This is an optimization exercise on Yosys and OpenROAD, whose aim is small area, not a production implementation. Function was checked by simulation only, so behaviour that the tests miss may differ from the original. No driver is modelled on the clock port, so clocking that relies on it looks cheaper here than on a real chip. No activity file was given, so power comes from the tool's default toggle rates.

--- flow/design.v ---
`timescale 1ns / 1ps
module clk_divider(
	input wire clk,
	input wire rst,
	output wire segtick,
	output wire randclk,
	output reg [1:0] hi	 
	);
	reg [9:0] s;
	wire z9 = (s[8:0] == 9'd0);
	wire fb = s[9] ^ s[6] ^ z9;
	always @(posedge clk)
		if (rst) begin s <= 0; hi <= 0; end
		else begin
			s <= {s[8:0], fb};
			if (segtick) hi <= hi + 1;
		end
	assign segtick = s[9] & z9;
	assign randclk = (hi == 2'd0) && (s == 10'd1);
endmodule
`timescale 1ns / 1ps
module seg_display(
	input clk,
	input rst,
	input segtick,
	input [1:0] digit,		 
	input [1:0] state,
	input [15:0] bcd,
	output reg [7:0] seg,
	output [3:0] an
    );
	reg started;			 
	wire [1:0] cur = digit - 2'd1;	 
	reg [3:0] num;
	reg [7:0] nxt;
	function [7:0] seg_val;
		input [3:0] n;
		case (n)
			0: seg_val = 8'b11000000;
			1: seg_val = 8'b11111001;
			2: seg_val = 8'b10100100;
			3: seg_val = 8'b10110000;
			4: seg_val = 8'b10011001;
			5: seg_val = 8'b10010010;
			6: seg_val = 8'b10000010;
			7: seg_val = 8'b11111000;
			8: seg_val = 8'b10000000;
			default: seg_val = 8'b10010000;
		endcase
	endfunction
	always @* begin
		case (digit)
			2'd0: num = bcd[15:12];
			2'd1: num = bcd[11:8];
			2'd2: num = bcd[7:4];
			default: num = bcd[3:0];
		endcase
		case (state)
			2'd0: case (digit)
				2'd0: nxt = 8'b11000110;
				2'd1: nxt = 8'b11000001;
				2'd2: nxt = 8'b10000000;
				default: nxt = 8'b10000110;
			endcase
			2'd1: nxt = 8'b01111111;
			2'd2: nxt = seg_val(num);
			default: case (digit)
				2'd0: nxt = 8'b10100001;
				2'd1: nxt = 8'b11000000;
				2'd2: nxt = 8'b11001000;
				default: nxt = 8'b10000110;
			endcase
		endcase
	end
	always @(posedge clk)
		if (rst) begin
			started <= 0;
			seg <= 8'hff;
		end
		else if (segtick) begin
			started <= 1;
			seg <= nxt;
		end
	assign an = started ? ~(4'b1000 >> cur) : 4'b1111;
endmodule
`timescale 1ns / 1ps
module debouncing(
	input clk,
	input rst,
	input btn,
	output press
    );
	reg [4:0] r;
	reg fb;
	always @* begin
		case ({r[4], r[3], r[2], r[0]})
			4'd0: fb = 1'b1;   4'd1: fb = 1'b0;   4'd2: fb = 1'b1;   4'd3: fb = 1'b0;
			4'd4: fb = 1'b1;   4'd5: fb = 1'b0;   4'd6: fb = 1'b1;   4'd7: fb = 1'b1;
			4'd8: fb = 1'b0;   4'd9: fb = 1'b1;   4'd10: fb = 1'b0;  4'd11: fb = 1'b1;
			4'd12: fb = 1'b0;  4'd13: fb = 1'b1;  4'd14: fb = 1'b1;  default: fb = 1'b1;
		endcase
	end
	always @(posedge clk)
		if (rst || !btn) r <= 5'b00000;
		else r <= {r[3:0], fb};
	assign press = ~r[4] & r[3] & r[2] & r[0];
endmodule
module lfsr    (
	input clk,
	input rst,
	output [3:0] out
	);
	reg [3:0] sr;
	wire linear_feedback = ~(sr[3] ^ sr[2]);
	always @(posedge clk)
		if (rst) sr <= 0;
		else sr <= {sr[2:0], linear_feedback};
	assign out = (sr[3] & sr[2]) ? {3'b011, sr[1] | sr[0]} : sr;
endmodule
`timescale 1ns / 1ps
module logic_and_vga(
	input clk,
	input rst,
	input randclk,
	input [7:0] sw,
	input btn_reset,
	input cw_press,
	input ccw_press,
	input hrot_press,
	input vrot_press,
	input [3:0] rand_num,
	output reg [1:0] state,		 
	output reg [15:0] bcd,
	output hsync,
	output vsync,
	output [2:0] red,
	output [2:0] green,
	output [1:0] blue
    );
	reg [2:0] hg, vg;
	reg [6:0] hw, vw;
	wire line_end = (hg == 3'd7) && (hw == 7'd15);
	wire frame_end = (vg == 3'd4) && (vw == 7'd89);
	always @(posedge clk)
		if (rst) begin
			hg <= 0; hw <= 56; vg <= 0; vw <= 49;
		end
		else if (line_end) begin
			hg <= 0; hw <= 56;
			if (frame_end) begin vg <= 0; vw <= 49; end
			else if (vw == 7'd119) begin vg <= vg + 1; vw <= 0; end
			else vw <= vw + 1;
		end
		else if (hw == 7'd119) begin hg <= hg + 1; hw <= 0; end
		else hw <= hw + 1;
	assign hsync = ~(hg == 0 || (hg == 1 && hw < 32));	 
	assign vsync = ~(vg == 0 && vw < 51);			 
	wire clr = rst | btn_reset;
	wire scramble = sw[0] & randclk;
	wire turn = cw_press | ccw_press;
	wire onehot = (sw[7:2] == 6'b100000) | (sw[7:2] == 6'b010000) | (sw[7:2] == 6'b001000) |
	              (sw[7:2] == 6'b000100) | (sw[7:2] == 6'b000010) | (sw[7:2] == 6'b000001);
	reg [2:0] tface;
	reg tccw, tvalid;
	always @* begin
		tface = sw[7] ? 3'd0 : sw[6] ? 3'd1 : sw[5] ? 3'd2 : sw[4] ? 3'd3 : sw[3] ? 3'd4 : 3'd5;
		tccw = ccw_press & ~cw_press;
		tvalid = ~clr & (cw_press | ccw_press) & onehot;
		if (scramble) begin
			tface = (rand_num < 6) ? rand_num[2:0] : rand_num[2:0] - 3'd6;
			tccw = (rand_num >= 6);
			tvalid = ~clr;
		end
	end
	reg [9-1:0] p;
	wire [9-1:0] pn;
	wire [5:0] spin, tstore, dstore;
	wire [1:0] drot;
	wire [2:0] dface;
	orient orient(.p(p), .hrot(hrot_press), .vrot(vrot_press), .tface(tface), .dface(dface),
		.pn(pn), .spin(spin), .tstore(tstore), .dstore(dstore), .drot(drot));
	always @(posedge clk)
		if (clr) p <= 9'd209;
		else p <= pn;
	wire [11:0] ut = tvalid ? (tccw ? {tstore, 6'b0} : {6'b0, tstore}) : 12'b0;
	wire [143:0] stk;
	wire solved;
	cube_state cube_state(.clk(clk), .clr(clr), .spin(spin), .ut(ut), .stk(stk));
	solved_check solved_check(.stk(stk), .solved(solved));
	reg [1:0] st_q;
	always @* state = (st_q == 2 && solved) ? 2'd3 : st_q;
	always @(posedge clk)
		if (clr) st_q <= 0;
		else if (scramble) st_q <= 1;
		else if (turn && state == 1) st_q <= 2;
		else st_q <= state;
	wire counted = ~clr & ~scramble & turn & onehot;
	wire [3:0] d0 = bcd[3:0], d1 = bcd[7:4], d2 = bcd[11:8], d3 = bcd[15:12];
	wire wrap = (bcd == 16'h8191);
	wire c0 = (d0 == 9), c1 = c0 & (d1 == 9), c2 = c1 & (d2 == 9);
	always @(posedge clk) begin
		if (clr | scramble | (counted & wrap)) bcd <= 0;
		else if (counted) begin
			bcd[3:0] <= c0 ? 4'd0 : d0 + 1;
			bcd[7:4] <= c0 ? (c1 ? 4'd0 : d1 + 1) : d1;
			bcd[11:8] <= c1 ? (c2 ? 4'd0 : d2 + 1) : d2;
			bcd[15:12] <= c2 ? d3 + 1 : d3;
		end
	end
	wire [2:0] hcell = {hw >= 70 && hw < 100, hw >= 35 && hw < 65, hw < 30};
	wire [2:0] vcell = {vw >= 70 && vw < 100, vw >= 35 && vw < 65, vw < 30};
	wire [5:0] lcol;
	assign lcol[0] = hg == 5 && hw >= 60 && hw < 70;
	assign lcol[1] = hg == 5 && hw >= 80 && hw < 90;
	assign lcol[2] = hg == 5 && hw >= 100 && hw < 110;
	assign lcol[3] = hg == 6 && hw < 10;
	assign lcol[4] = hg == 6 && hw >= 20 && hw < 30;
	assign lcol[5] = hg == 6 && hw >= 40 && hw < 50;
	wire [2:0] hgrp = (hg == 2) ? 3'd0 : (hg == 3) ? 3'd1 : (hg == 4) ? 3'd2 : (hg == 5) ? 3'd3 : 3'd7;
	wire hin = |hcell && hgrp != 7;
	wire vin = |vcell && vg >= 1 && vg <= 3;
	wire legend = (vg == 4 && vw >= 20 && vw < 30) && |lcol;
	reg [2:0] face;
	always @* begin
		face = 3'd6;
		if (legend)
			face = lcol[0] ? 3'd0 : lcol[1] ? 3'd1 : lcol[2] ? 3'd2 : lcol[3] ? 3'd3 : lcol[4] ? 3'd4 : 3'd5;
		else if (hin && vin) begin
			if (vg == 2) face = hgrp + 3'd1;
			else if (hgrp == 1) face = (vg == 1) ? 3'd0 : 3'd5;
		end
	end
	assign dface = face;
	wire [2:0] dr = legend ? 3'b010 : vcell;
	wire [2:0] dc = legend ? 3'b010 : hcell;
	wire [2:0] sr, sc;
	face_rot face_rot(.n(drot), .r(dr), .c(dc), .rs(sr), .cs(sc));
	wire [2:0] scol;
	sticker_pick sticker_pick(.u(dstore), .r(sr), .c(sc), .stk(stk), .color(scol));
	reg [2:0] pix;
	always @(posedge clk)
		if (rst) pix <= 3'b000;
		else pix <= scol;
	reg [7:0] rgb;
	always @* begin
		case (pix)
			3'b001: rgb = 8'b111_111_11;	 
			3'b010: rgb = 8'b111_100_00;	 
			3'b011: rgb = 8'b000_111_00;	 
			3'b100: rgb = 8'b001_001_11;	 
			3'b101: rgb = 8'b111_000_00;	 
			3'b110: rgb = 8'b111_111_00;	 
			default: rgb = 8'b000_000_00;	 
		endcase
	end
	assign {red, green, blue} = rgb;
endmodule
module orient(
	input [8:0] p,
	input hrot,
	input vrot,
	input [2:0] tface,       
	input [2:0] dface,       
	output [8:0] pn,         
	output [5:0] spin,       
	output [5:0] tstore,     
	output [5:0] dstore,     
	output reg [1:0] drot    
	);
	wire [8:0] p1;
	assign p1[2:0] = hrot ? p[2:0] : p[2:0];
	assign p1[5:3] = hrot ? p[8:6] : p[5:3];
	assign p1[8:6] = hrot ? ~p[5:3] : p[8:6];
	assign pn[2:0] = vrot ? p1[8:6] : p1[2:0];
	assign pn[5:3] = vrot ? p1[5:3] : p1[5:3];
	assign pn[8:6] = vrot ? ~p1[2:0] : p1[8:6];
	wire [2:0] sv0 = p1[2:0], sv1 = ~p1[8:6];
	assign spin = vrot ? ({(sv0 == 3'b110), (sv0 == 3'b100), (sv0 == 3'b101), (sv0 == 3'b011), (sv0 == 3'b010), (sv0 == 3'b001)} | {(sv1 == 3'b110), (sv1 == 3'b100), (sv1 == 3'b101), (sv1 == 3'b011), (sv1 == 3'b010), (sv1 == 3'b001)}) : 6'b0;
	reg [2:0] tc, dc;
	always @* begin
		case (tface)
			3'd0: tc = pn[2:0];
			3'd1: tc = pn[5:3];
			3'd2: tc = pn[8:6];
			3'd3: tc = ~pn[5:3];
			3'd4: tc = ~pn[8:6];
			default: tc = ~pn[2:0];
		endcase
		case (dface)
			3'd0: dc = p[2:0];
			3'd1: dc = p[5:3];
			3'd2: dc = p[8:6];
			3'd3: dc = ~p[5:3];
			3'd4: dc = ~p[8:6];
			3'd5: dc = ~p[2:0];
			default: dc = 3'b000;
		endcase
	end
	assign tstore = {(tc == 3'b110), (tc == 3'b100), (tc == 3'b101), (tc == 3'b011), (tc == 3'b010), (tc == 3'b001)};
	assign dstore = {(dc == 3'b110), (dc == 3'b100), (dc == 3'b101), (dc == 3'b011), (dc == 3'b010), (dc == 3'b001)};
	reg [2:0] nc;
	always @* begin
		case (dface)
			3'd0: nc = ~p[8:6];
			3'd1: nc = p[2:0];
			3'd2: nc = p[2:0];
			3'd3: nc = p[2:0];
			3'd4: nc = p[2:0];
			3'd5: nc = p[8:6];
			default: nc = 3'b000;
		endcase
		case ({dc, nc})
			6'b001010: drot = 2'd3;
			6'b001011: drot = 2'd2;
			6'b001101: drot = 2'd1;
			6'b001100: drot = 2'd0;
			6'b010001: drot = 2'd0;
			6'b010011: drot = 2'd1;
			6'b010100: drot = 2'd3;
			6'b010110: drot = 2'd2;
			6'b011001: drot = 2'd0;
			6'b011010: drot = 2'd3;
			6'b011101: drot = 2'd1;
			6'b011110: drot = 2'd2;
			6'b101001: drot = 2'd0;
			6'b101011: drot = 2'd3;
			6'b101100: drot = 2'd1;
			6'b101110: drot = 2'd2;
			6'b100001: drot = 2'd0;
			6'b100010: drot = 2'd1;
			6'b100101: drot = 2'd3;
			6'b100110: drot = 2'd2;
			6'b110010: drot = 2'd3;
			6'b110011: drot = 2'd0;
			6'b110101: drot = 2'd1;
			6'b110100: drot = 2'd2;
			default: drot = 2'd0;
		endcase
	end
endmodule
module cube_state(
	input clk,
	input clr,              
	input [5:0] spin,       
	input [11:0] ut,        
	output reg [143:0] stk
	);
	wire [143:0] r, nx;
	assign r[2:0] = spin[0] ? stk[23:21] : stk[2:0];
	assign r[5:3] = spin[0] ? stk[20:18] : stk[5:3];
	assign r[8:6] = spin[0] ? stk[17:15] : stk[8:6];
	assign r[11:9] = spin[0] ? stk[14:12] : stk[11:9];
	assign r[14:12] = spin[0] ? stk[11:9] : stk[14:12];
	assign r[17:15] = spin[0] ? stk[8:6] : stk[17:15];
	assign r[20:18] = spin[0] ? stk[5:3] : stk[20:18];
	assign r[23:21] = spin[0] ? stk[2:0] : stk[23:21];
	assign r[26:24] = spin[1] ? stk[47:45] : stk[26:24];
	assign r[29:27] = spin[1] ? stk[44:42] : stk[29:27];
	assign r[32:30] = spin[1] ? stk[41:39] : stk[32:30];
	assign r[35:33] = spin[1] ? stk[38:36] : stk[35:33];
	assign r[38:36] = spin[1] ? stk[35:33] : stk[38:36];
	assign r[41:39] = spin[1] ? stk[32:30] : stk[41:39];
	assign r[44:42] = spin[1] ? stk[29:27] : stk[44:42];
	assign r[47:45] = spin[1] ? stk[26:24] : stk[47:45];
	assign r[50:48] = spin[2] ? stk[71:69] : stk[50:48];
	assign r[53:51] = spin[2] ? stk[68:66] : stk[53:51];
	assign r[56:54] = spin[2] ? stk[65:63] : stk[56:54];
	assign r[59:57] = spin[2] ? stk[62:60] : stk[59:57];
	assign r[62:60] = spin[2] ? stk[59:57] : stk[62:60];
	assign r[65:63] = spin[2] ? stk[56:54] : stk[65:63];
	assign r[68:66] = spin[2] ? stk[53:51] : stk[68:66];
	assign r[71:69] = spin[2] ? stk[50:48] : stk[71:69];
	assign r[74:72] = spin[3] ? stk[95:93] : stk[74:72];
	assign r[77:75] = spin[3] ? stk[92:90] : stk[77:75];
	assign r[80:78] = spin[3] ? stk[89:87] : stk[80:78];
	assign r[83:81] = spin[3] ? stk[86:84] : stk[83:81];
	assign r[86:84] = spin[3] ? stk[83:81] : stk[86:84];
	assign r[89:87] = spin[3] ? stk[80:78] : stk[89:87];
	assign r[92:90] = spin[3] ? stk[77:75] : stk[92:90];
	assign r[95:93] = spin[3] ? stk[74:72] : stk[95:93];
	assign r[98:96] = spin[4] ? stk[119:117] : stk[98:96];
	assign r[101:99] = spin[4] ? stk[116:114] : stk[101:99];
	assign r[104:102] = spin[4] ? stk[113:111] : stk[104:102];
	assign r[107:105] = spin[4] ? stk[110:108] : stk[107:105];
	assign r[110:108] = spin[4] ? stk[107:105] : stk[110:108];
	assign r[113:111] = spin[4] ? stk[104:102] : stk[113:111];
	assign r[116:114] = spin[4] ? stk[101:99] : stk[116:114];
	assign r[119:117] = spin[4] ? stk[98:96] : stk[119:117];
	assign r[122:120] = spin[5] ? stk[143:141] : stk[122:120];
	assign r[125:123] = spin[5] ? stk[140:138] : stk[125:123];
	assign r[128:126] = spin[5] ? stk[137:135] : stk[128:126];
	assign r[131:129] = spin[5] ? stk[134:132] : stk[131:129];
	assign r[134:132] = spin[5] ? stk[131:129] : stk[134:132];
	assign r[137:135] = spin[5] ? stk[128:126] : stk[137:135];
	assign r[140:138] = spin[5] ? stk[125:123] : stk[140:138];
	assign r[143:141] = spin[5] ? stk[122:120] : stk[143:141];
	assign nx[2:0] = ({3{ut[6]}} & r[8:6]) | ({3{ut[0]}} & r[17:15]) | ({3{ut[10]}} & r[41:39]) | ({3{ut[7]}} & r[50:48]) | ({3{ut[4]}} & r[80:78]) | ({3{ut[1]}} & r[119:117]) | ({3{~(clr | ut[0] | ut[1] | ut[4] | ut[6] | ut[7] | ut[10])}} & r[2:0]);
	assign nx[5:3] = ({3{ut[0]}} & r[11:9]) | ({3{ut[6]}} & r[14:12]) | ({3{ut[10]}} & r[35:33]) | ({3{ut[4]}} & r[86:84]) | ({3{~(clr | ut[0] | ut[4] | ut[6] | ut[10])}} & r[5:3]);
	assign nx[8:6] = ({3{ut[0]}} & r[2:0]) | ({3{ut[6]}} & r[23:21]) | ({3{ut[10]}} & r[26:24]) | ({3{ut[3]}} & r[56:54]) | ({3{ut[4]}} & r[95:93]) | ({3{ut[9]}} & r[113:111]) | ({3{~(clr | ut[0] | ut[3] | ut[4] | ut[6] | ut[9] | ut[10])}} & r[8:6]);
	assign nx[11:9] = ({3{ut[6]}} & r[5:3]) | ({3{ut[0]}} & r[20:18]) | ({3{ut[7]}} & r[59:57]) | ({3{ut[1]}} & r[110:108]) | ({3{~(clr | ut[0] | ut[1] | ut[6] | ut[7])}} & r[11:9]);
	assign nx[14:12] = ({3{ut[0]}} & r[5:3]) | ({3{ut[6]}} & r[20:18]) | ({3{ut[3]}} & r[62:60]) | ({3{ut[9]}} & r[107:105]) | ({3{~(clr | ut[0] | ut[3] | ut[6] | ut[9])}} & r[14:12]);
	assign nx[17:15] = ({3{ut[6]}} & r[2:0]) | ({3{ut[0]}} & r[23:21]) | ({3{ut[2]}} & r[47:45]) | ({3{ut[7]}} & r[65:63]) | ({3{ut[8]}} & r[74:72]) | ({3{ut[1]}} & r[104:102]) | ({3{~(clr | ut[0] | ut[1] | ut[2] | ut[6] | ut[7] | ut[8])}} & r[17:15]);
	assign nx[20:18] = ({3{ut[6]}} & r[11:9]) | ({3{ut[0]}} & r[14:12]) | ({3{ut[2]}} & r[38:36]) | ({3{ut[8]}} & r[83:81]) | ({3{~(clr | ut[0] | ut[2] | ut[6] | ut[8])}} & r[20:18]);
	assign nx[23:21] = ({3{ut[0]}} & r[8:6]) | ({3{ut[6]}} & r[17:15]) | ({3{ut[2]}} & r[32:30]) | ({3{ut[3]}} & r[71:69]) | ({3{ut[8]}} & r[89:87]) | ({3{ut[9]}} & r[98:96]) | ({3{~(clr | ut[0] | ut[2] | ut[3] | ut[6] | ut[8] | ut[9])}} & r[23:21]);
	assign nx[26:24] = ({3{ut[4]}} & r[8:6]) | ({3{ut[7]}} & r[32:30]) | ({3{ut[1]}} & r[41:39]) | ({3{ut[0]}} & r[50:48]) | ({3{ut[6]}} & r[98:96]) | ({3{ut[10]}} & r[137:135]) | ({3{~(clr | ut[0] | ut[1] | ut[4] | ut[6] | ut[7] | ut[10])}} & r[26:24]);
	assign nx[29:27] = ({3{ut[1]}} & r[35:33]) | ({3{ut[7]}} & r[38:36]) | ({3{ut[0]}} & r[53:51]) | ({3{ut[6]}} & r[101:99]) | ({3{~(clr | ut[0] | ut[1] | ut[6] | ut[7])}} & r[29:27]);
	assign nx[32:30] = ({3{ut[8]}} & r[23:21]) | ({3{ut[1]}} & r[26:24]) | ({3{ut[7]}} & r[47:45]) | ({3{ut[0]}} & r[56:54]) | ({3{ut[6]}} & r[104:102]) | ({3{ut[2]}} & r[122:120]) | ({3{~(clr | ut[0] | ut[1] | ut[2] | ut[6] | ut[7] | ut[8])}} & r[32:30]);
	assign nx[35:33] = ({3{ut[4]}} & r[5:3]) | ({3{ut[7]}} & r[29:27]) | ({3{ut[1]}} & r[44:42]) | ({3{ut[10]}} & r[140:138]) | ({3{~(clr | ut[1] | ut[4] | ut[7] | ut[10])}} & r[35:33]);
	assign nx[38:36] = ({3{ut[8]}} & r[20:18]) | ({3{ut[1]}} & r[29:27]) | ({3{ut[7]}} & r[44:42]) | ({3{ut[2]}} & r[125:123]) | ({3{~(clr | ut[1] | ut[2] | ut[7] | ut[8])}} & r[38:36]);
	assign nx[41:39] = ({3{ut[4]}} & r[2:0]) | ({3{ut[7]}} & r[26:24]) | ({3{ut[1]}} & r[47:45]) | ({3{ut[11]}} & r[65:63]) | ({3{ut[5]}} & r[113:111]) | ({3{ut[10]}} & r[143:141]) | ({3{~(clr | ut[1] | ut[4] | ut[5] | ut[7] | ut[10] | ut[11])}} & r[41:39]);
	assign nx[44:42] = ({3{ut[7]}} & r[35:33]) | ({3{ut[1]}} & r[38:36]) | ({3{ut[11]}} & r[68:66]) | ({3{ut[5]}} & r[116:114]) | ({3{~(clr | ut[1] | ut[5] | ut[7] | ut[11])}} & r[44:42]);
	assign nx[47:45] = ({3{ut[8]}} & r[17:15]) | ({3{ut[1]}} & r[32:30]) | ({3{ut[7]}} & r[41:39]) | ({3{ut[11]}} & r[71:69]) | ({3{ut[5]}} & r[119:117]) | ({3{ut[2]}} & r[128:126]) | ({3{~(clr | ut[1] | ut[2] | ut[5] | ut[7] | ut[8] | ut[11])}} & r[47:45]);
	assign nx[50:48] = ({3{ut[1]}} & r[2:0]) | ({3{ut[6]}} & r[26:24]) | ({3{ut[8]}} & r[56:54]) | ({3{ut[2]}} & r[65:63]) | ({3{ut[0]}} & r[74:72]) | ({3{ut[7]}} & r[122:120]) | ({3{~(clr | ut[0] | ut[1] | ut[2] | ut[6] | ut[7] | ut[8])}} & r[50:48]);
	assign nx[53:51] = ({3{ut[6]}} & r[29:27]) | ({3{ut[2]}} & r[59:57]) | ({3{ut[8]}} & r[62:60]) | ({3{ut[0]}} & r[77:75]) | ({3{~(clr | ut[0] | ut[2] | ut[6] | ut[8])}} & r[53:51]);
	assign nx[56:54] = ({3{ut[9]}} & r[8:6]) | ({3{ut[6]}} & r[32:30]) | ({3{ut[2]}} & r[50:48]) | ({3{ut[8]}} & r[71:69]) | ({3{ut[0]}} & r[80:78]) | ({3{ut[3]}} & r[128:126]) | ({3{~(clr | ut[0] | ut[2] | ut[3] | ut[6] | ut[8] | ut[9])}} & r[56:54]);
	assign nx[59:57] = ({3{ut[1]}} & r[11:9]) | ({3{ut[8]}} & r[53:51]) | ({3{ut[2]}} & r[68:66]) | ({3{ut[7]}} & r[131:129]) | ({3{~(clr | ut[1] | ut[2] | ut[7] | ut[8])}} & r[59:57]);
	assign nx[62:60] = ({3{ut[9]}} & r[14:12]) | ({3{ut[2]}} & r[53:51]) | ({3{ut[8]}} & r[68:66]) | ({3{ut[3]}} & r[134:132]) | ({3{~(clr | ut[2] | ut[3] | ut[8] | ut[9])}} & r[62:60]);
	assign nx[65:63] = ({3{ut[1]}} & r[17:15]) | ({3{ut[5]}} & r[41:39]) | ({3{ut[8]}} & r[50:48]) | ({3{ut[2]}} & r[71:69]) | ({3{ut[11]}} & r[89:87]) | ({3{ut[7]}} & r[137:135]) | ({3{~(clr | ut[1] | ut[2] | ut[5] | ut[7] | ut[8] | ut[11])}} & r[65:63]);
	assign nx[68:66] = ({3{ut[5]}} & r[44:42]) | ({3{ut[8]}} & r[59:57]) | ({3{ut[2]}} & r[62:60]) | ({3{ut[11]}} & r[92:90]) | ({3{~(clr | ut[2] | ut[5] | ut[8] | ut[11])}} & r[68:66]);
	assign nx[71:69] = ({3{ut[9]}} & r[23:21]) | ({3{ut[5]}} & r[47:45]) | ({3{ut[2]}} & r[56:54]) | ({3{ut[8]}} & r[65:63]) | ({3{ut[11]}} & r[95:93]) | ({3{ut[3]}} & r[143:141]) | ({3{~(clr | ut[2] | ut[3] | ut[5] | ut[8] | ut[9] | ut[11])}} & r[71:69]);
	assign nx[74:72] = ({3{ut[2]}} & r[17:15]) | ({3{ut[6]}} & r[50:48]) | ({3{ut[9]}} & r[80:78]) | ({3{ut[3]}} & r[89:87]) | ({3{ut[0]}} & r[98:96]) | ({3{ut[8]}} & r[128:126]) | ({3{~(clr | ut[0] | ut[2] | ut[3] | ut[6] | ut[8] | ut[9])}} & r[74:72]);
	assign nx[77:75] = ({3{ut[6]}} & r[53:51]) | ({3{ut[3]}} & r[83:81]) | ({3{ut[9]}} & r[86:84]) | ({3{ut[0]}} & r[101:99]) | ({3{~(clr | ut[0] | ut[3] | ut[6] | ut[9])}} & r[77:75]);
	assign nx[80:78] = ({3{ut[10]}} & r[2:0]) | ({3{ut[6]}} & r[56:54]) | ({3{ut[3]}} & r[74:72]) | ({3{ut[9]}} & r[95:93]) | ({3{ut[0]}} & r[104:102]) | ({3{ut[4]}} & r[143:141]) | ({3{~(clr | ut[0] | ut[3] | ut[4] | ut[6] | ut[9] | ut[10])}} & r[80:78]);
	assign nx[83:81] = ({3{ut[2]}} & r[20:18]) | ({3{ut[9]}} & r[77:75]) | ({3{ut[3]}} & r[92:90]) | ({3{ut[8]}} & r[125:123]) | ({3{~(clr | ut[2] | ut[3] | ut[8] | ut[9])}} & r[83:81]);
	assign nx[86:84] = ({3{ut[10]}} & r[5:3]) | ({3{ut[3]}} & r[77:75]) | ({3{ut[9]}} & r[92:90]) | ({3{ut[4]}} & r[140:138]) | ({3{~(clr | ut[3] | ut[4] | ut[9] | ut[10])}} & r[86:84]);
	assign nx[89:87] = ({3{ut[2]}} & r[23:21]) | ({3{ut[5]}} & r[65:63]) | ({3{ut[9]}} & r[74:72]) | ({3{ut[3]}} & r[95:93]) | ({3{ut[11]}} & r[113:111]) | ({3{ut[8]}} & r[122:120]) | ({3{~(clr | ut[2] | ut[3] | ut[5] | ut[8] | ut[9] | ut[11])}} & r[89:87]);
	assign nx[92:90] = ({3{ut[5]}} & r[68:66]) | ({3{ut[9]}} & r[83:81]) | ({3{ut[3]}} & r[86:84]) | ({3{ut[11]}} & r[116:114]) | ({3{~(clr | ut[3] | ut[5] | ut[9] | ut[11])}} & r[92:90]);
	assign nx[95:93] = ({3{ut[10]}} & r[8:6]) | ({3{ut[5]}} & r[71:69]) | ({3{ut[3]}} & r[80:78]) | ({3{ut[9]}} & r[89:87]) | ({3{ut[11]}} & r[119:117]) | ({3{ut[4]}} & r[137:135]) | ({3{~(clr | ut[3] | ut[4] | ut[5] | ut[9] | ut[10] | ut[11])}} & r[95:93]);
	assign nx[98:96] = ({3{ut[3]}} & r[23:21]) | ({3{ut[0]}} & r[26:24]) | ({3{ut[6]}} & r[74:72]) | ({3{ut[10]}} & r[104:102]) | ({3{ut[4]}} & r[113:111]) | ({3{ut[9]}} & r[143:141]) | ({3{~(clr | ut[0] | ut[3] | ut[4] | ut[6] | ut[9] | ut[10])}} & r[98:96]);
	assign nx[101:99] = ({3{ut[0]}} & r[29:27]) | ({3{ut[6]}} & r[77:75]) | ({3{ut[4]}} & r[107:105]) | ({3{ut[10]}} & r[110:108]) | ({3{~(clr | ut[0] | ut[4] | ut[6] | ut[10])}} & r[101:99]);
	assign nx[104:102] = ({3{ut[7]}} & r[17:15]) | ({3{ut[0]}} & r[32:30]) | ({3{ut[6]}} & r[80:78]) | ({3{ut[4]}} & r[98:96]) | ({3{ut[10]}} & r[119:117]) | ({3{ut[1]}} & r[137:135]) | ({3{~(clr | ut[0] | ut[1] | ut[4] | ut[6] | ut[7] | ut[10])}} & r[104:102]);
	assign nx[107:105] = ({3{ut[3]}} & r[14:12]) | ({3{ut[10]}} & r[101:99]) | ({3{ut[4]}} & r[116:114]) | ({3{ut[9]}} & r[134:132]) | ({3{~(clr | ut[3] | ut[4] | ut[9] | ut[10])}} & r[107:105]);
	assign nx[110:108] = ({3{ut[7]}} & r[11:9]) | ({3{ut[4]}} & r[101:99]) | ({3{ut[10]}} & r[116:114]) | ({3{ut[1]}} & r[131:129]) | ({3{~(clr | ut[1] | ut[4] | ut[7] | ut[10])}} & r[110:108]);
	assign nx[113:111] = ({3{ut[3]}} & r[8:6]) | ({3{ut[11]}} & r[41:39]) | ({3{ut[5]}} & r[89:87]) | ({3{ut[10]}} & r[98:96]) | ({3{ut[4]}} & r[119:117]) | ({3{ut[9]}} & r[128:126]) | ({3{~(clr | ut[3] | ut[4] | ut[5] | ut[9] | ut[10] | ut[11])}} & r[113:111]);
	assign nx[116:114] = ({3{ut[11]}} & r[44:42]) | ({3{ut[5]}} & r[92:90]) | ({3{ut[10]}} & r[107:105]) | ({3{ut[4]}} & r[110:108]) | ({3{~(clr | ut[4] | ut[5] | ut[10] | ut[11])}} & r[116:114]);
	assign nx[119:117] = ({3{ut[7]}} & r[2:0]) | ({3{ut[11]}} & r[47:45]) | ({3{ut[5]}} & r[95:93]) | ({3{ut[4]}} & r[104:102]) | ({3{ut[10]}} & r[113:111]) | ({3{ut[1]}} & r[122:120]) | ({3{~(clr | ut[1] | ut[4] | ut[5] | ut[7] | ut[10] | ut[11])}} & r[119:117]);
	assign nx[122:120] = ({3{ut[8]}} & r[32:30]) | ({3{ut[1]}} & r[50:48]) | ({3{ut[2]}} & r[89:87]) | ({3{ut[7]}} & r[119:117]) | ({3{ut[11]}} & r[128:126]) | ({3{ut[5]}} & r[137:135]) | ({3{~(clr | ut[1] | ut[2] | ut[5] | ut[7] | ut[8] | ut[11])}} & r[122:120]);
	assign nx[125:123] = ({3{ut[8]}} & r[38:36]) | ({3{ut[2]}} & r[83:81]) | ({3{ut[5]}} & r[131:129]) | ({3{ut[11]}} & r[134:132]) | ({3{~(clr | ut[2] | ut[5] | ut[8] | ut[11])}} & r[125:123]);
	assign nx[128:126] = ({3{ut[8]}} & r[47:45]) | ({3{ut[9]}} & r[56:54]) | ({3{ut[2]}} & r[74:72]) | ({3{ut[3]}} & r[113:111]) | ({3{ut[5]}} & r[122:120]) | ({3{ut[11]}} & r[143:141]) | ({3{~(clr | ut[2] | ut[3] | ut[5] | ut[8] | ut[9] | ut[11])}} & r[128:126]);
	assign nx[131:129] = ({3{ut[1]}} & r[59:57]) | ({3{ut[7]}} & r[110:108]) | ({3{ut[11]}} & r[125:123]) | ({3{ut[5]}} & r[140:138]) | ({3{~(clr | ut[1] | ut[5] | ut[7] | ut[11])}} & r[131:129]);
	assign nx[134:132] = ({3{ut[9]}} & r[62:60]) | ({3{ut[3]}} & r[107:105]) | ({3{ut[5]}} & r[125:123]) | ({3{ut[11]}} & r[140:138]) | ({3{~(clr | ut[3] | ut[5] | ut[9] | ut[11])}} & r[134:132]);
	assign nx[137:135] = ({3{ut[4]}} & r[26:24]) | ({3{ut[1]}} & r[65:63]) | ({3{ut[10]}} & r[95:93]) | ({3{ut[7]}} & r[104:102]) | ({3{ut[11]}} & r[122:120]) | ({3{ut[5]}} & r[143:141]) | ({3{~(clr | ut[1] | ut[4] | ut[5] | ut[7] | ut[10] | ut[11])}} & r[137:135]);
	assign nx[140:138] = ({3{ut[4]}} & r[35:33]) | ({3{ut[10]}} & r[86:84]) | ({3{ut[11]}} & r[131:129]) | ({3{ut[5]}} & r[134:132]) | ({3{~(clr | ut[4] | ut[5] | ut[10] | ut[11])}} & r[140:138]);
	assign nx[143:141] = ({3{ut[4]}} & r[41:39]) | ({3{ut[9]}} & r[71:69]) | ({3{ut[10]}} & r[80:78]) | ({3{ut[3]}} & r[98:96]) | ({3{ut[5]}} & r[128:126]) | ({3{ut[11]}} & r[137:135]) | ({3{~(clr | ut[3] | ut[4] | ut[5] | ut[9] | ut[10] | ut[11])}} & r[143:141]);
	always @(posedge clk)
		if (clr) stk <= nx | 144'b110110110110110110110110100100100100100100100100101101101101101101101101011011011011011011011011010010010010010010010010001001001001001001001001;
		else stk <= nx;
endmodule
module solved_check(
	input [143:0] stk,
	output solved
	);
	assign solved = (stk[2:0] == 3'b001) &&
		(stk[5:3] == 3'b001) &&
		(stk[8:6] == 3'b001) &&
		(stk[11:9] == 3'b001) &&
		(stk[14:12] == 3'b001) &&
		(stk[17:15] == 3'b001) &&
		(stk[20:18] == 3'b001) &&
		(stk[23:21] == 3'b001) &&
		(stk[26:24] == 3'b010) &&
		(stk[29:27] == 3'b010) &&
		(stk[32:30] == 3'b010) &&
		(stk[35:33] == 3'b010) &&
		(stk[38:36] == 3'b010) &&
		(stk[41:39] == 3'b010) &&
		(stk[44:42] == 3'b010) &&
		(stk[47:45] == 3'b010) &&
		(stk[50:48] == 3'b011) &&
		(stk[53:51] == 3'b011) &&
		(stk[56:54] == 3'b011) &&
		(stk[59:57] == 3'b011) &&
		(stk[62:60] == 3'b011) &&
		(stk[65:63] == 3'b011) &&
		(stk[68:66] == 3'b011) &&
		(stk[71:69] == 3'b011) &&
		(stk[74:72] == 3'b101) &&
		(stk[77:75] == 3'b101) &&
		(stk[80:78] == 3'b101) &&
		(stk[83:81] == 3'b101) &&
		(stk[86:84] == 3'b101) &&
		(stk[89:87] == 3'b101) &&
		(stk[92:90] == 3'b101) &&
		(stk[95:93] == 3'b101) &&
		(stk[98:96] == 3'b100) &&
		(stk[101:99] == 3'b100) &&
		(stk[104:102] == 3'b100) &&
		(stk[107:105] == 3'b100) &&
		(stk[110:108] == 3'b100) &&
		(stk[113:111] == 3'b100) &&
		(stk[116:114] == 3'b100) &&
		(stk[119:117] == 3'b100);
endmodule
module sticker_pick(
	input [5:0] u,
	input [2:0] r,
	input [2:0] c,
	input [143:0] stk,
	output [2:0] color
	);
	wire [8:0] rc = {r[2] & c[2], r[2] & c[1], r[2] & c[0], r[1] & c[2], r[1] & c[1], r[1] & c[0], r[0] & c[2], r[0] & c[1], r[0] & c[0]};
	wire [2:0] fv0 = ({3{rc[0]}} & stk[2:0]) | ({3{rc[1]}} & stk[5:3]) | ({3{rc[2]}} & stk[8:6]) | ({3{rc[3]}} & stk[11:9]) | ({3{rc[4]}} & 3'b001) | ({3{rc[5]}} & stk[14:12]) | ({3{rc[6]}} & stk[17:15]) | ({3{rc[7]}} & stk[20:18]) | ({3{rc[8]}} & stk[23:21]);
	wire [2:0] fv1 = ({3{rc[0]}} & stk[26:24]) | ({3{rc[1]}} & stk[29:27]) | ({3{rc[2]}} & stk[32:30]) | ({3{rc[3]}} & stk[35:33]) | ({3{rc[4]}} & 3'b010) | ({3{rc[5]}} & stk[38:36]) | ({3{rc[6]}} & stk[41:39]) | ({3{rc[7]}} & stk[44:42]) | ({3{rc[8]}} & stk[47:45]);
	wire [2:0] fv2 = ({3{rc[0]}} & stk[50:48]) | ({3{rc[1]}} & stk[53:51]) | ({3{rc[2]}} & stk[56:54]) | ({3{rc[3]}} & stk[59:57]) | ({3{rc[4]}} & 3'b011) | ({3{rc[5]}} & stk[62:60]) | ({3{rc[6]}} & stk[65:63]) | ({3{rc[7]}} & stk[68:66]) | ({3{rc[8]}} & stk[71:69]);
	wire [2:0] fv3 = ({3{rc[0]}} & stk[74:72]) | ({3{rc[1]}} & stk[77:75]) | ({3{rc[2]}} & stk[80:78]) | ({3{rc[3]}} & stk[83:81]) | ({3{rc[4]}} & 3'b101) | ({3{rc[5]}} & stk[86:84]) | ({3{rc[6]}} & stk[89:87]) | ({3{rc[7]}} & stk[92:90]) | ({3{rc[8]}} & stk[95:93]);
	wire [2:0] fv4 = ({3{rc[0]}} & stk[98:96]) | ({3{rc[1]}} & stk[101:99]) | ({3{rc[2]}} & stk[104:102]) | ({3{rc[3]}} & stk[107:105]) | ({3{rc[4]}} & 3'b100) | ({3{rc[5]}} & stk[110:108]) | ({3{rc[6]}} & stk[113:111]) | ({3{rc[7]}} & stk[116:114]) | ({3{rc[8]}} & stk[119:117]);
	wire [2:0] fv5 = ({3{rc[0]}} & stk[122:120]) | ({3{rc[1]}} & stk[125:123]) | ({3{rc[2]}} & stk[128:126]) | ({3{rc[3]}} & stk[131:129]) | ({3{rc[4]}} & 3'b110) | ({3{rc[5]}} & stk[134:132]) | ({3{rc[6]}} & stk[137:135]) | ({3{rc[7]}} & stk[140:138]) | ({3{rc[8]}} & stk[143:141]);
	assign color = ({3{u[0]}} & fv0) | ({3{u[1]}} & fv1) | ({3{u[2]}} & fv2) | ({3{u[3]}} & fv3) | ({3{u[4]}} & fv4) | ({3{u[5]}} & fv5);
endmodule
module face_rot(
	input [1:0] n,
	input [2:0] r,
	input [2:0] c,
	output reg [2:0] rs,
	output reg [2:0] cs
	);
	always @*
		case (n)
			2'd0: begin rs = {r[2], r[1], r[0]}; cs = {c[2], c[1], c[0]}; end
			2'd1: begin rs = {c[2], c[1], c[0]}; cs = {r[0], r[1], r[2]}; end
			2'd2: begin rs = {r[0], r[1], r[2]}; cs = {c[0], c[1], c[2]}; end
			2'd3: begin rs = {c[0], c[1], c[2]}; cs = {r[2], r[1], r[0]}; end
		endcase
endmodule
`timescale 1ns / 1ps
module cube_top( 
	input clk, 
	input rst,
	input [7:0] sw, 
	input btn_reset, 
	input btn_ccw, 
	input btn_cw,
	input btn_hrot, 
	input btn_vrot,
	output [7:0] seg, 
	output [3:0] an,
	output hsync,			 
	output vsync,			 
	output [2:0] red,		 
	output [2:0] green,	 
	output [1:0] blue		 
    );
	wire segtick;
	wire randclk;
	wire [1:0] digit;	 
	wire cw_press, ccw_press, hrot_press, vrot_press;
	wire [1:0] state;	 
	wire [15:0] bcd;	 
	wire [3:0] rand_num;	 
	clk_divider clk_divider(.clk(clk), .rst(rst), .segtick(segtick), .randclk(randclk), .hi(digit));
	seg_display seg_display(.clk(clk), .rst(rst), .segtick(segtick), .digit(digit), .state(state),
		.bcd(bcd), .seg(seg), .an(an));
	debouncing d1(.clk(clk), .rst(rst), .btn(btn_cw), .press(cw_press));
	debouncing d2(.clk(clk), .rst(rst), .btn(btn_ccw), .press(ccw_press));
	debouncing d3(.clk(clk), .rst(rst), .btn(btn_hrot), .press(hrot_press));
	debouncing d4(.clk(clk), .rst(rst), .btn(btn_vrot), .press(vrot_press));
	lfsr lfsr(.clk(clk), .rst(rst), .out(rand_num));
	logic_and_vga logic_and_vga(
		.clk(clk), .rst(rst), .randclk(randclk), .sw(sw), .btn_reset(btn_reset),
		.cw_press(cw_press), .ccw_press(ccw_press),
		.hrot_press(hrot_press), .vrot_press(vrot_press),
		.rand_num(rand_num), .state(state), .bcd(bcd),
		.hsync(hsync), .vsync(vsync), .red(red), .green(green), .blue(blue));
endmodule
--- flow/flow/run.sh ---
#!/bin/bash
# Own layout flow: the standard flow (standard.sh) with these changes.
# 1. Synthesis: the standard synthesis script (synth_recipe.tcl, run through
#    standard.sh), with only its ABC technology-mapping call changed: an
#    area-oriented ABC script (flow/abc_*.abc) instead of ORFS's speed script,
#    and a delay target of 12000 ps (the clock period) instead of 12. Each
#    script is tried; a netlist is only used if its flip-flops (instance names
#    and cells) are exactly the standard synthesis's, and the smallest such
#    netlist (or the standard one, if smaller) is laid out.
# 2. Port buffers are sky130_fd_sc_hd__buf_1 (the standard flow's
#    buffer_ports picks a larger delay buffer); every port still gets one.
# 3. Clock tree synthesis without dummy loads, tried with each setting in
#    flow/cts_configs.txt; the tree with the smallest cell area whose largest
#    flip-flop clock-pin slew (placement estimate) is at most 95 ps is kept
#    (the first setting if none is).
# Each tool's output goes to a log file in this folder.
set -euo pipefail
W=$(pwd)
PLAT=${FLOW_PLATFORM:-sky130hd}
R=$W/orfs/results/$PLAT/cube_top/base
REP=$W/orfs/reports/$PLAT/cube_top/base
FH=${FLOW_HOME:-/OpenROAD-flow-scripts/flow}
LIB=$FH/platforms/sky130hd/lib/sky130_fd_sc_hd__tt_025C_1v80.lib
PORTS="BUFFER_PORTS_ARGS=-buffer_cell sky130_fd_sc_hd__buf_1"

flops() { grep -E '^\s*sky130_fd_sc_hd__(df|ed|sdf|dl)[a-z0-9_]* ' "$1" | awk '{print $1, $2}' | sort; }
area() { grep -m1 'Chip area for module' "$1" | awk '{print $NF}'; }

# 1. the standard synthesis, then the synthesis with each ABC script
bash standard.sh synth > $W/log_1_synth_standard.txt 2>&1
cp $R/1_2_yosys.v $W/synth_standard.v
cp $REP/synth_stat.txt $W/synth_standard_stat.txt
flops $W/synth_standard.v > $W/flops_standard.txt
best=standard; best_area=$(area $W/synth_standard_stat.txt)
echo "standard $best_area" > $W/synth_areas.txt
for abc in $W/flow/abc_*.abc; do
  n=$(basename $abc .abc)
  {
    echo 'proc abc {args} {'
    echo '  set i [lsearch -exact $args -script]'
    echo "  if {\$i >= 0} { set args [lreplace \$args [expr {\$i + 1}] [expr {\$i + 1}] $abc] }"
    echo '  set i [lsearch -exact $args -D]'
    echo '  if {$i >= 0} { set args [lreplace $args [expr {$i + 1}] [expr {$i + 1}] 12000] }'
    echo '  yosys abc {*}$args'
    echo '}'
    cat $W/synth_recipe.tcl
  } > $W/synth_$n.tcl
  rm -f $R/1_2_yosys.v $R/1_synth.odb $R/1_synth.sdc
  if bash standard.sh "SYNTH_SCRIPT=$W/synth_$n.tcl" $R/1_2_yosys.v > $W/log_1_synth_$n.txt 2>&1; then
    cp $R/1_2_yosys.v $W/synth_$n.v
    cp $REP/synth_stat.txt $W/synth_${n}_stat.txt
    a=$(area $W/synth_${n}_stat.txt)
    if flops $W/synth_$n.v | cmp -s - $W/flops_standard.txt; then
      echo "$n $a" >> $W/synth_areas.txt
      if awk -v a="$a" -v b="$best_area" 'BEGIN { exit !(a < b) }'; then best=$n; best_area=$a; fi
    else
      echo "$n $a flip-flops differ, not used" >> $W/synth_areas.txt
    fi
  else
    echo "$n failed" >> $W/synth_areas.txt
  fi
done
echo "chosen $best $best_area" >> $W/synth_areas.txt
rm -f $R/1_2_yosys.v $R/1_synth.odb $R/1_synth.sdc
cp $W/synth_$best.v $R/1_2_yosys.v
cp $W/synth_${best}_stat.txt $REP/synth_stat.txt
bash standard.sh synth > $W/log_2_synth_odb.txt 2>&1

# 2. floorplan and placement, standard (smaller port buffers)
bash standard.sh "$PORTS" place > $W/log_3_place.txt 2>&1

# 3. clock tree synthesis with each setting
i=0; cbest=""; cbest_area=""
while IFS= read -r cfg; do
  [ -n "$cfg" ] || continue
  i=$((i+1))
  rm -f $R/4_1_cts.odb $R/4_cts.odb $R/4_cts.sdc
  if bash standard.sh "$PORTS" "CTS_ARGS=$cfg" cts > $W/log_4_cts_$i.txt 2>&1; then
    mkdir -p $W/cts_$i
    cp -p $R/4_1_cts.odb $R/4_cts.odb $R/4_cts.sdc $W/cts_$i/
    EVAL_ODB=$R/4_cts.odb EVAL_SDC=$R/4_cts.sdc EVAL_LIB=$LIB EVAL_RC=$FH/platforms/sky130hd/setRC.tcl \
      openroad -no_init -exit $W/flow/cts_eval.tcl > $W/log_4_cts_eval_$i.txt 2>&1 || true
    e=$(grep "^EVAL" $W/log_4_cts_eval_$i.txt || true)
    a=$(echo "$e" | awk '{print $3}'); s=$(echo "$e" | awk '{print $5}')
    echo "$i area $a slew_ps $s : $cfg" >> $W/cts_choice.txt
    if [ -n "$a" ] && [ -n "$s" ] && awk -v s="$s" 'BEGIN { exit !(s <= 95) }'; then
      if [ -z "$cbest_area" ] || awk -v a="$a" -v b="$cbest_area" 'BEGIN { exit !(a < b) }'; then
        cbest=$i; cbest_area=$a
      fi
    fi
  else
    echo "$i failed : $cfg" >> $W/cts_choice.txt
  fi
done < $W/flow/cts_configs.txt
[ -n "$cbest" ] || cbest=1
echo "chosen $cbest" >> $W/cts_choice.txt
cfg=$(grep -v '^$' $W/flow/cts_configs.txt | sed -n "${cbest}p")
cp -p $W/cts_$cbest/4_1_cts.odb $W/cts_$cbest/4_cts.odb $W/cts_$cbest/4_cts.sdc $R/

# 4. the rest of the standard flow
bash standard.sh "$PORTS" "CTS_ARGS=$cfg" finish > $W/log_5_finish.txt 2>&1
test -f $W/out/final.def
--- flow/flow/abc.constr ---
set_driving_cell sky130_fd_sc_hd__buf_1
set_load 5
--- flow/flow/abc_1.abc ---
strash
dc2
&get -n
&st
&dch -f
&nf -R 1000
&put
buffer -c
topo
stime -c
dnsize -c
--- flow/flow/abc_2.abc ---
&get -n
&st
&syn2
&dch -f
&nf -R 1000
&put
buffer -c
topo
stime -c
dnsize -c
--- flow/flow/abc_3.abc ---
&get -n
&st
&syn2
&dch
&nf -R 1000
&put
buffer -c
topo
stime -c
dnsize -c
--- flow/flow/abc_4.abc ---
strash
dc2
dc2
&get -n
&st
&dch -f
&nf -R 1000
&put
buffer -c
topo
stime -c
dnsize -c
--- flow/flow/cts_configs.txt ---
-sink_clustering_enable -repair_clock_nets -dont_use_dummy_load -buf_list sky130_fd_sc_hd__clkbuf_8
-sink_clustering_enable -repair_clock_nets -dont_use_dummy_load -buf_list sky130_fd_sc_hd__clkbuf_8 -sink_clustering_size 25 -sink_clustering_max_diameter 60
-sink_clustering_enable -repair_clock_nets -dont_use_dummy_load -buf_list sky130_fd_sc_hd__clkbuf_8 -sink_clustering_size 20 -sink_clustering_max_diameter 50
-sink_clustering_enable -repair_clock_nets -dont_use_dummy_load -buf_list sky130_fd_sc_hd__clkbuf_8 -sink_clustering_size 30 -sink_clustering_max_diameter 45
-sink_clustering_enable -repair_clock_nets -dont_use_dummy_load -buf_list sky130_fd_sc_hd__clkbuf_4 -sink_clustering_size 20 -sink_clustering_max_diameter 30
-sink_clustering_enable -repair_clock_nets -dont_use_dummy_load
--- flow/flow/cts_eval.tcl ---
read_db $::env(EVAL_ODB)
read_liberty $::env(EVAL_LIB)
read_sdc $::env(EVAL_SDC)
source $::env(EVAL_RC)
set_propagated_clock [all_clocks]
estimate_parasitics -placement
set worst 0
foreach pin [get_pins -hierarchical */CLK] {
  set s [get_property $pin slew_max]
  if {$s > $worst} { set worst $s }
}
set block [ord::get_db_block]
set a 0.0
foreach inst [$block getInsts] {
  set m [$inst getMaster]
  if {[$m getType] eq "CORE"} { set a [expr {$a + double([$m getWidth]) * [$m getHeight]}] }
}
set dbu [$block getDbUnitsPerMicron]
puts "EVAL area [expr {$a / ($dbu * $dbu)}] slew_ps [expr {$worst * 1000.0}]"
--- flow/standard.sh ---
#!/bin/bash
# synth_recipe.tcl (not shown) runs the flow's synth.tcl, then flattens the netlist and writes it again
# the make line also repeats each setting of config.mk as NAME=value (left out here)
make -C /OpenROAD-flow-scripts/flow DESIGN_CONFIG=/design/flow/config.mk WORK_HOME=/design/flow/orfs CLKGATE_MAP_FILE= SYNTH_SCRIPT=/design/flow/synth_recipe.tcl "${@:-finish}"
--- flow/config.mk ---
export PLATFORM = sky130hd
export DESIGN_NAME = cube_top
export DESIGN_NICKNAME = cube_top
export VERILOG_FILES = /design/flow/design.v
export SDC_FILE = /design/flow/constraint.sdc
export NUM_CORES = 8
export LEC_CHECK = 0
export CAP_MARGIN = 20
export CORE_MARGIN = 2
export CORE_UTILIZATION = 25
export SLEW_MARGIN = 20
--- flow/constraint.sdc ---
create_clock -name core_clock -period 12.0 [get_ports {clk}]
set_input_delay 2.4000 -clock core_clock [delete_from_list [all_inputs] [get_ports {clk}]]
set_output_delay 2.4000 -clock core_clock [all_outputs]
set_load 0.01 [all_outputs]
==> impl_metrics.json, run 1 <==
{
  "status": "finished clean",
  "drc_errors": 0,
  "cts_hold_buf": 0,
  "synthCells": 1924,
  "drv_slew": 0,
  "dr_wl_met2_um": 26690,
  "crit_family": "compound AO/OA/AOI/OAI gates",
  "p_clk_share_pct": 35.6,
  "tightest_slew_ns": 1.181,
  "crit_fanout": 18,
  "min_period_ns": 7.716,
  "layout_setup_ws_ns": 4.284,
  "htreeDepth": 1,
  "synth_cell_types": 62,
  "endpoint_kind": "flop",
  "clock_skew_ns": 0.09481,
  "place_area_um2": 16990,
  "viasPerCell": 6.412,
  "setup_violations": 0,
  "antenna_found_initial": 2,
  "fillers": 6747,
  "synth_edf_count": 0,
  "critical_path_arrival_ns": 8.37,
  "cpPeakStageDelay_ns": 0.65,
  "maxUsedRoutingLayer": "met4",
  "synthToLayoutAreaGrowth_pct": 9.856,
  "drv_cap": 0,
  "drt-met1-wl_um": 24600,
  "crit_top_cell": "a21oi_1",
  "startpoint_type": "flop",
  "clkSinkCount": 239,
  "grt_pass1_wl_um": 98030,
  "max_freq_mhz": 129.6,
  "drive_above_1_share_pct": 14.06,
  "core_um2": 62970,
  "drt_wl_total_um": 64790,
  "synthFlopType": "dfxtp_1",
  "ant_nets": 0,
  "place.gp.congestion": 0.9713,
  "hold_class": "reg2reg",
  "yosys_warnings": 8,
  "drt_iter0_drc": 3794,
  "ir_drop_uv": 48.31,
  "finalSetupTns_ns": 0,
  "grt_overflow": 0,
  "power.internal_mw": 1.084,
  "cts_resized": 0,
  "timing.final.crit_share_pct": 64.30,
  "cts_tree": "built",
  "dpl.cell_count": 2706,
  "yosysSeqAreaShare_pct": 30.10,
  "fp-row-count": 92,
  "p_switching_mw": 0.4561,
  "via_count": 17770,
  "nets": 1984,
  "cts_root_buf": "clkbuf_16",
  "port_buffers": 35,
  "synth_nets": 1985,
  "die_w_um": 256.1,
  "start_util_pct": 25.24,
  "cts-buffers-inserted": 29,
  "pwr-share-comb_pct": 10.0,
  "ioPinCount": 37,
  "cts_setup_buffers": 0,
  "critPathSlowestCell": "o32ai_1",
  "fp.dieH_um": 256.1,
  "dr.pass1.iters": 15,
  "hold_viol_final": 0,
  "avgRoutedWirePerCell_um": 23.37,
  "p_per_area_nw_per_um2": 88.22,
  "grt_max_degree": 64,
  "insertion_delay_ns": 0.87,
  "syn_area_um2": 15890,
  "synthArstFlopShare_pct": 0,
  "instances_no_fill": 2772,
  "p_seq_share_pct": 54.3,
  "grt_usage_pct": 18.63,
  "clock_path_buffers": 3,
  "grt_setup_unrepaired": "false",
  "worst-path-buf-inv": 2,
  "grt_pass1_vias": 16920,
  "ys_ff_latch": 239,
  "final_area_um2": 17460,
  "syn_area_per_cell_um2": 8.261,
  "dr_wl_met3_um": 9384,
  "swShare_pct": 29.61,
  "p_leak_nw": 5.931,
  "dp_slack_ns": 4.551,
  "dp_hpwl_um": 42390,
  "cp.required_ns": 12.66,
  "dieArea_um2": 65610,
  "critPathKind": "reg2reg",
  "path_clk_slew_ns": 0.08,
  "timing.slew.headroom_pct": 20.96
}
==> final cells by class <==
type	instances	area [um2]	share of cell area, %
multi-input cells	1513	10610	60.76
repair buffers	71	402.9	2.307
well taps	846	1059	6.062
inverters	38	142.6	0.8169
diodes	5	12.51	0.07166
clock buffers	60	450.4	2.580
flip-flops and latches	239	4785	27.40
==> worst register-to-register path, stage by stage, from the launching register on <==
cell and delay, ns:
dfxtp_1 0.40, or2_2 0.36, o21bai_1 0.19, nor3_1 0.11, a41o_1 0.23, a211oi_1 0.30
a211o_1 0.32, nand3_1 0.16, o32ai_1 0.65, inv_1 0.13, or3_1 0.42, o2111ai_1 0.52
nor2b_1 0.29, nor2b_1 0.62, a21oi_1 0.12, nor3_1 0.31, nor2_1 0.18, nand2_1 0.13
o21ai_0 0.09, a21oi_1 0.26, nor2_1 0.07, buf_4 0.24, a222oi_1 0.63, a31oi_1 0.21
a2111oi_0 0.39, a21oi_1 0.19
==> power by group through the flow <==
stage	logic [mW]	clock network, mW	registers [mW]
final	0.155	0.549	0.837
after global routing	0.163	0.597	0.838
after global placement	0.146	0	0.851
after detailed placement	0.145	0	0.852
after floorplan	0.0998	0	0.842
after CTS	0.146	0.767	0.835
==> per-stage QoR <==
| step | total power, mW | utilization (%) | hold WS [ns] |
|---|---|---|---|
| after global routing | 1.598 | 27.73 | 0.4356 |
| after global placement | 0.9973 | 26.98 | 0.4095 |
| final | 1.540 | 27.73 | 0.3974 |
| after CTS | 1.749 | 28.13 | 0.4045 |
| after floorplan | 0.9419 | - | 0.4057 |
| after detailed placement | 0.9978 | 26.98 | 0.4147 |
==> cells by family (layout without fill, tap and decap cells) <==
group / after synthesis / in the layout / synth area share [%]
compound gates: 564 / 564 / 28.96
other cells: 0 / 5 / 0
flops: 239 / 239 / 30.10
mux: 154 / 154 / 10.79
simple gates: 728 / 728 / 21.25
fa+ha+maj: 46 / 46 / 3.621
xor+xnor: 21 / 21 / 1.157
buf+inv: 172 / 169 / 4.109
==> cells in the mapped netlist (all sizes together) (4+ instances only) <==
| library cell | instances | area share [%] |
|---|---|---|
| a311oi | 4 | 0.22 |
| a221oi | 80 | 4.4 |
| mux2i | 15 | 0.94 |
| o22ai | 16 | 0.63 |
| a211o | 7 | 0.39 |
| nand2 | 287 | 6.8 |
| or2 | 7 | 0.28 |
| buf | 5 | 0.17 |
| o31ai | 4 | 0.19 |
| and3 | 9 | 0.35 |
| o211ai | 6 | 0.28 |
| a21oi | 64 | 2.0 |
| mux2 | 139 | 9.8 |
| or3 | 6 | 0.24 |
| and2 | 28 | 1.1 |
| o32ai | 4 | 0.22 |
| a211oi | 10 | 0.47 |
| ha | 46 | 3.6 |
| xnor2 | 9 | 0.50 |
| clkbuf | 129 | 3.0 |
| a21o | 4 | 0.19 |
| o21bai | 4 | 0.19 |
| nor2 | 134 | 3.2 |
| a222oi | 205 | 13 |
| nor3b | 9 | 0.43 |
| inv | 38 | 0.90 |
| nand2b | 14 | 0.55 |
| o21ai | 39 | 1.2 |
| nand4 | 25 | 0.98 |
| nor2b | 32 | 1.3 |
| nor4 | 24 | 0.94 |
| nand3 | 102 | 3.2 |
| nand4b | 4 | 0.22 |
| dfxtp | 239 | 30 |
| nor3 | 35 | 1.1 |
| a31oi | 16 | 0.63 |
| xor2 | 12 | 0.66 |
| o2111ai | 4 | 0.22 |
| a22oi | 69 | 3.3 |
| a21boi | 7 | 0.33 |
==> flip-flops by register name, indices dropped and copies added, names as in the netlist <==
register                      cells
d4.r                              5
seg_display.seg                   8
logic_and_vga.bcd                16
d1.r                              5
logic_and_vga.pix                 3
logic_and_vga.cube_state.stk    144
logic_and_vga.st_q                2
logic_and_vga.hw                  7
logic_and_vga.vg                  3
logic_and_vga.p                   9
clk_divider.hi                    2
d2.r                              5
logic_and_vga.vw                  7
clk_divider.s                    10
logic_and_vga.hg                  3
seg_display.started               1
d3.r                              5
lfsr.sr                           4
==> routing by layer <==
metal	vias to the layer above	global-route usage, %
li1	7657	-
met1	8240	23.64
met2	1513	27.66
met3	364	6.150
met4	0	10.30
met5	-	0
==> layout by cell type (no fill, tap or decap), types with 22 or more instances in the layout <==
cell type  netlist  routed
a21oi_1         64      64
a221oi_1        80      80
a222oi_1       205     205
a22oi_1         69      69
and2_1          27      27
buf_1            3      34
buf_4            2      36
clkbuf_4         0      60
dfxtp_1        239     239
ha_1            46      46
inv_1           38      38
mux2_2         139     139
nand2_1        287     287
nand3_1        102     102
nand4_1         25      25
nor2_1         134     119
nor2b_1         32      32
nor3_1          35      29
nor4_1          24      22
o21ai_0         39      39
==> final timing paths <==
kind                               end  cells past startpoint  slack (ns)           startpoint
hold reg to reg                d2.r[2]                      1        0.40              d2.r[1]
setup / recovery  logic_and_vga.pix[0]                     25        4.28  logic_and_vga.hw[4]
hold / removal                 d2.r[2]                      1        0.40              d2.r[1]
setup reg to reg  logic_and_vga.pix[0]                     25        4.28  logic_and_vga.hw[4]
==> run 2, diff against run 1 <==
==> flow/flow/abc_2.abc (replaced) <==
strash
balance
rewrite
refactor
balance
&get -n
&st
&dch -f
&nf -R 1000
&put
buffer -c
topo
stime -c
dnsize -c
==> flow/flow/abc_3.abc (replaced) <==
strash
balance
rewrite
refactor
balance
rewrite -z
refactor -z
balance
&get -n
&st
&dch -f
&nf -R 1000
&put
buffer -c
topo
stime -c
dnsize -c
==> flow/flow/abc_4.abc (replaced) <==
strash
balance
rewrite
rewrite -z
balance
rewrite -z
balance
&get -n
&st
&dch -f
&nf -R 1000
&put
buffer -c
topo
stime -c
dnsize -c
==> flow/flow/abc_5.abc (new file) <==
strash
ifraig
dc2
&get -n
&st
&dch -f
&nf -R 1000
&put
buffer -c
topo
stime -c
dnsize -c
==> flow/flow/abc_6.abc (new file) <==
&get -n
&st
&syn2
&dch -f
&nf -R 1000
&put
buffer -c
topo
stime -c
dnsize -c
==> flow/flow/abc_7.abc (new file) <==
&get -n
&st
&syn2
&dch
&nf -R 1000
&put
buffer -c
topo
stime -c
dnsize -c
==> flow/flow/abc_8.abc (new file) <==
strash
dc2
&get -n
&st
&syn2
&dch -f
&nf -R 1000
&put
buffer -c
topo
stime -c
dnsize -c
==> run 2 against run 1 <==
Net effect: still clean; final area is 1.0% lower; worst hold slack improved by 0.031 ns; global-route usage is 0.27 points higher; total power up 3.6%; maximum frequency fell by 8.7%; flip-flop and latch count unchanged; largest power group unchanged.
==> impl_metrics.json, run 2 <==
{
  "status": "finished clean",
  "syn_area_per_cell_um2": 7.706,
  "grt_setup_unrepaired": "false",
  "cts_root_buf": "clkbuf_16",
  "drt_wl_total_um": 63180,
  "drv_cap": 0,
  "yosys_warnings": 8,
  "cts_tree": "built",
  "ir_drop_uv": 57.69,
  "grt_max_degree": 78,
  "cpPeakStageDelay_ns": 0.92,
  "layout_commonest_cell": "o22ai_1",
  "path_clk_slew_ns": 0.08,
  "max_freq_mhz": 118.3,
  "die_w_um": 254.8,
  "ys_ff_latch": 239,
  "hold_viol_final": 0,
  "yosysMostFrequentCell": "o22ai_1",
  "synth_common_cells": "o22ai_1, nor2_1, dfxtp_1",
  "htreeDepth": 1,
  "rrSetupSlack_ns": 3.55,
  "grt_overflow": 0,
  "synthArstFlopShare_pct": 0,
  "ys_top_cells_by_area": "dfxtp_1, o22ai_1, mux2i_1",
  "endpoint_kind": "flop",
  "synth_top_cell_by_area": "dfxtp_1",
  "place_area_um2": 16760,
  "cts_hold_buf": 0,
  "cp.required_ns": 12.64,
  "drc_errors": 0,
  "synthFlopType": "dfxtp_1",
  "clock_skew_ns": 0.1123,
  "tightest_slew_ns": 1.167,
  "viasPerCell": 6.270,
  "dp_hpwl_um": 40630,
  "p_per_area_nw_per_um2": 92.32,
  "ioPinCount": 37,
  "place.gp.congestion": 0.9469,
  "largest_reg_flops": 144,
  "crit_fanout": 18,
  "cts_resized": 0,
  "setup_violations": 0,
  "min_period_ns": 8.451,
  "finalSetupTns_ns": 0,
  "holdPathStages": 1,
  "cts-buffers-inserted": 29,
  "timing.final.crit_share_pct": 70.43,
  "syn_area_um2": 15730,
  "fp-row-count": 91,
  "final_area_um2": 17290,
  "startpoint_type": "flop",
  "insertion_delay_ns": 0.83,
  "synth_edf_count": 0,
  "antenna_found_initial": 1,
  "yosysTopAreaCellShare_pct": 30.42,
  "timing.rr.end": "logic_and_vga.pix[1]",
  "ff2ff_path_depth": 27,
  "clock_path_buffers": 3,
  "drv_slew": 0,
  "crit_top_cell": "nor2_1",
  "drive_above_1_share_pct": 6.696,
  "via_count": 18100,
  "drt_iter0_drc": 2821,
  "timing.slew.headroom_pct": 22.12,
  "avgRoutedWirePerCell_um": 21.89,
  "clkSinkCount": 239,
  "cts_setup_buffers": 0,
  "synthCells": 2041,
  "dr.pass1.iters": 9,
  "critical_path_arrival_ns": 9.09,
  "final_cell_mix": "o22ai_1, nor2_1, dfxtp_1",
  "yosysSeqAreaShare_pct": 30.42,
  "dieArea_um2": 64930,
  "top_register": "logic_and_vga.cube_state.stk",
  "critPathSlowestCell": "nor2_2",
  "nets": 2109,
  "synth_cell_types": 56,
  "holdPathEnd": "d4.r[2]",
  "fp.dieH_um": 254.8,
  "rr_startpoint": "logic_and_vga.hw[4]",
  "reg_top3": "logic_and_vga.cube_state.stk: 144 flops, logic_and_vga.bcd: 16 flops, clk_divider.s: 10 flops",
  "grt_usage_pct": 18.90,
  "start_util_pct": 25.39,
  "ant_nets": 0,
  "grt_pass1_wl_um": 97350,
  "p_leak_nw": 5.615,
  "port_buffers": 35,
  "min_from": "d4.r[1]",
  "synthToLayoutAreaGrowth_pct": 9.913,
  "critPathKind": "reg2reg",
  "core_um2": 61940,
  "synth_nets": 2102,
  "hold_class": "reg2reg",
  "grt_pass1_vias": 17040
}
[run 2: cell count changes in the layout (fill, tap and decap cells not counted), sizes merged, moves of 57 or more]
cell / before / now
a221oi: 80 / 23
a222oi: 205 / 25
nand3: 102 / 40
o21ai: 39 / 188
nor3: 35 / 93
a22oi: 69 / 6
mux2i: 15 / 154
o22ai: 16 / 280
nand2: 287 / 109
nor2: 134 / 244
mux2: 139 / 0
[run 2: layer usage]
layer	up-vias	track usage, %	part of all wire, %
met3	384	7.048	14
met5	-	0	0.033
met2	1442	28.39	42
met1	8369	22.82	38
met4	2	11.61	6.3
li1	7898	-	-
[run 2: worst max path at each step]
stage          cells after the start           startpoint                    to  slack, ns
2_1_floorplan                     30  logic_and_vga.hw[3]  logic_and_vga.pix[1]       6.00
3_3_place_gp                      26  logic_and_vga.hw[4]  logic_and_vga.pix[1]       4.18
3_5_place_dp                      27  logic_and_vga.hw[4]  logic_and_vga.pix[1]       4.09
4_1_cts                           27  logic_and_vga.hw[4]  logic_and_vga.pix[1]       4.07
5_1_grt                           27  logic_and_vga.hw[4]  logic_and_vga.pix[1]       3.05
6_report                          27  logic_and_vga.hw[4]  logic_and_vga.pix[1]       3.55
[run 2: cells by family (layout without fill, tap and decap cells)]
group                    count (synthesis)  in the layout  synth area share [%]
AND/OR/NAND/NOR                        700            700                 21.56
adder cells (fa/ha/maj)                 46             46                 3.659
other                                    0              3                     0
multiplexers                           154            154                 9.801
buffers and inverters                  167            172                 4.049
flip-flops                             239            239                 30.42
AO/OA/AOI/OAI                          714            714                 29.34
XOR/XNOR                                21             21                 1.169
[run 2: worst max-delay path, delay by kind of cell (launching register included)]
family | cells | cell delay, ns
flip-flops | 1 | 0.54
AO/OA/AOI/OAI | 14 | 4.12
AND/OR/NAND/NOR | 13 | 3.66
[run 2: cell type report]
class	count	area, um2
antenna	3	7.507
clock buffer	69	518.0
fill	6719	44650
inverter	34	127.6
multi-input combinational	1635	10410
sequential	239	4785
tap	837	1047
timing repair buffer	69	391.6
[run 2: metrics by stage]
stage | setup slack, ns | hold slack, ns | cells | power [mW] | util, %
after global placement | 4.182 | 0.4115 | 2813 | 1.009 | 27.04
after detailed placement | 4.094 | 0.4206 | 2814 | 1.011 | 27.06
final | 3.549 | 0.4284 | 2886 | 1.596 | 27.91
after CTS | 4.065 | 0.4368 | 2843 | 1.753 | 28.23
after global routing | 3.048 | 0.4575 | 2884 | 1.662 | 27.90
after floorplan | 6.000 | 0.4057 | 2041 | 0.9502 | -
[run 2: power breakdown]
part	internal [mW]	total [mW]	switching [mW]	leakage (nW)
Sequential	0.815	0.842	0.0271	1.95
Combinational	0.0490	0.163	0.114	3.35
Clock	0.259	0.591	0.332	0.317

[re-timing with driven ports]
How much do the figures lean on ideal ports? The routed layouts below were timed once more, with nothing changed but the port constraints. Step 1, drivers: a clkbuf_16 drives clk and a buf_2 each remaining input, both assumed. Step 2 also shifts input and output timing later by t, the mid clock arrival at the registers, as if the neighbouring blocks saw the same clock. Slacks: ideal ports / drivers / drivers and shift; pairs: ideal ports / drivers.
| run | shift t [ns] | slack for setup (ns) | hold WS [ns] | latest minus earliest clock arrival (ns) | pins driven straight from the clock port |
|---|---|---|---|---|---|
| run 1 | 0.877 | 4.284 / 4.284 / 4.284 | 0.397 / 0.397 / 0.397 | 0.095 / 0.095 | 1 |
| run 2 | 0.820 | 3.549 / 3.549 / 3.549 | 0.428 / 0.428 / 0.428 | 0.116 / 0.116 | 1 |
After both steps every run listed still meets setup and hold.
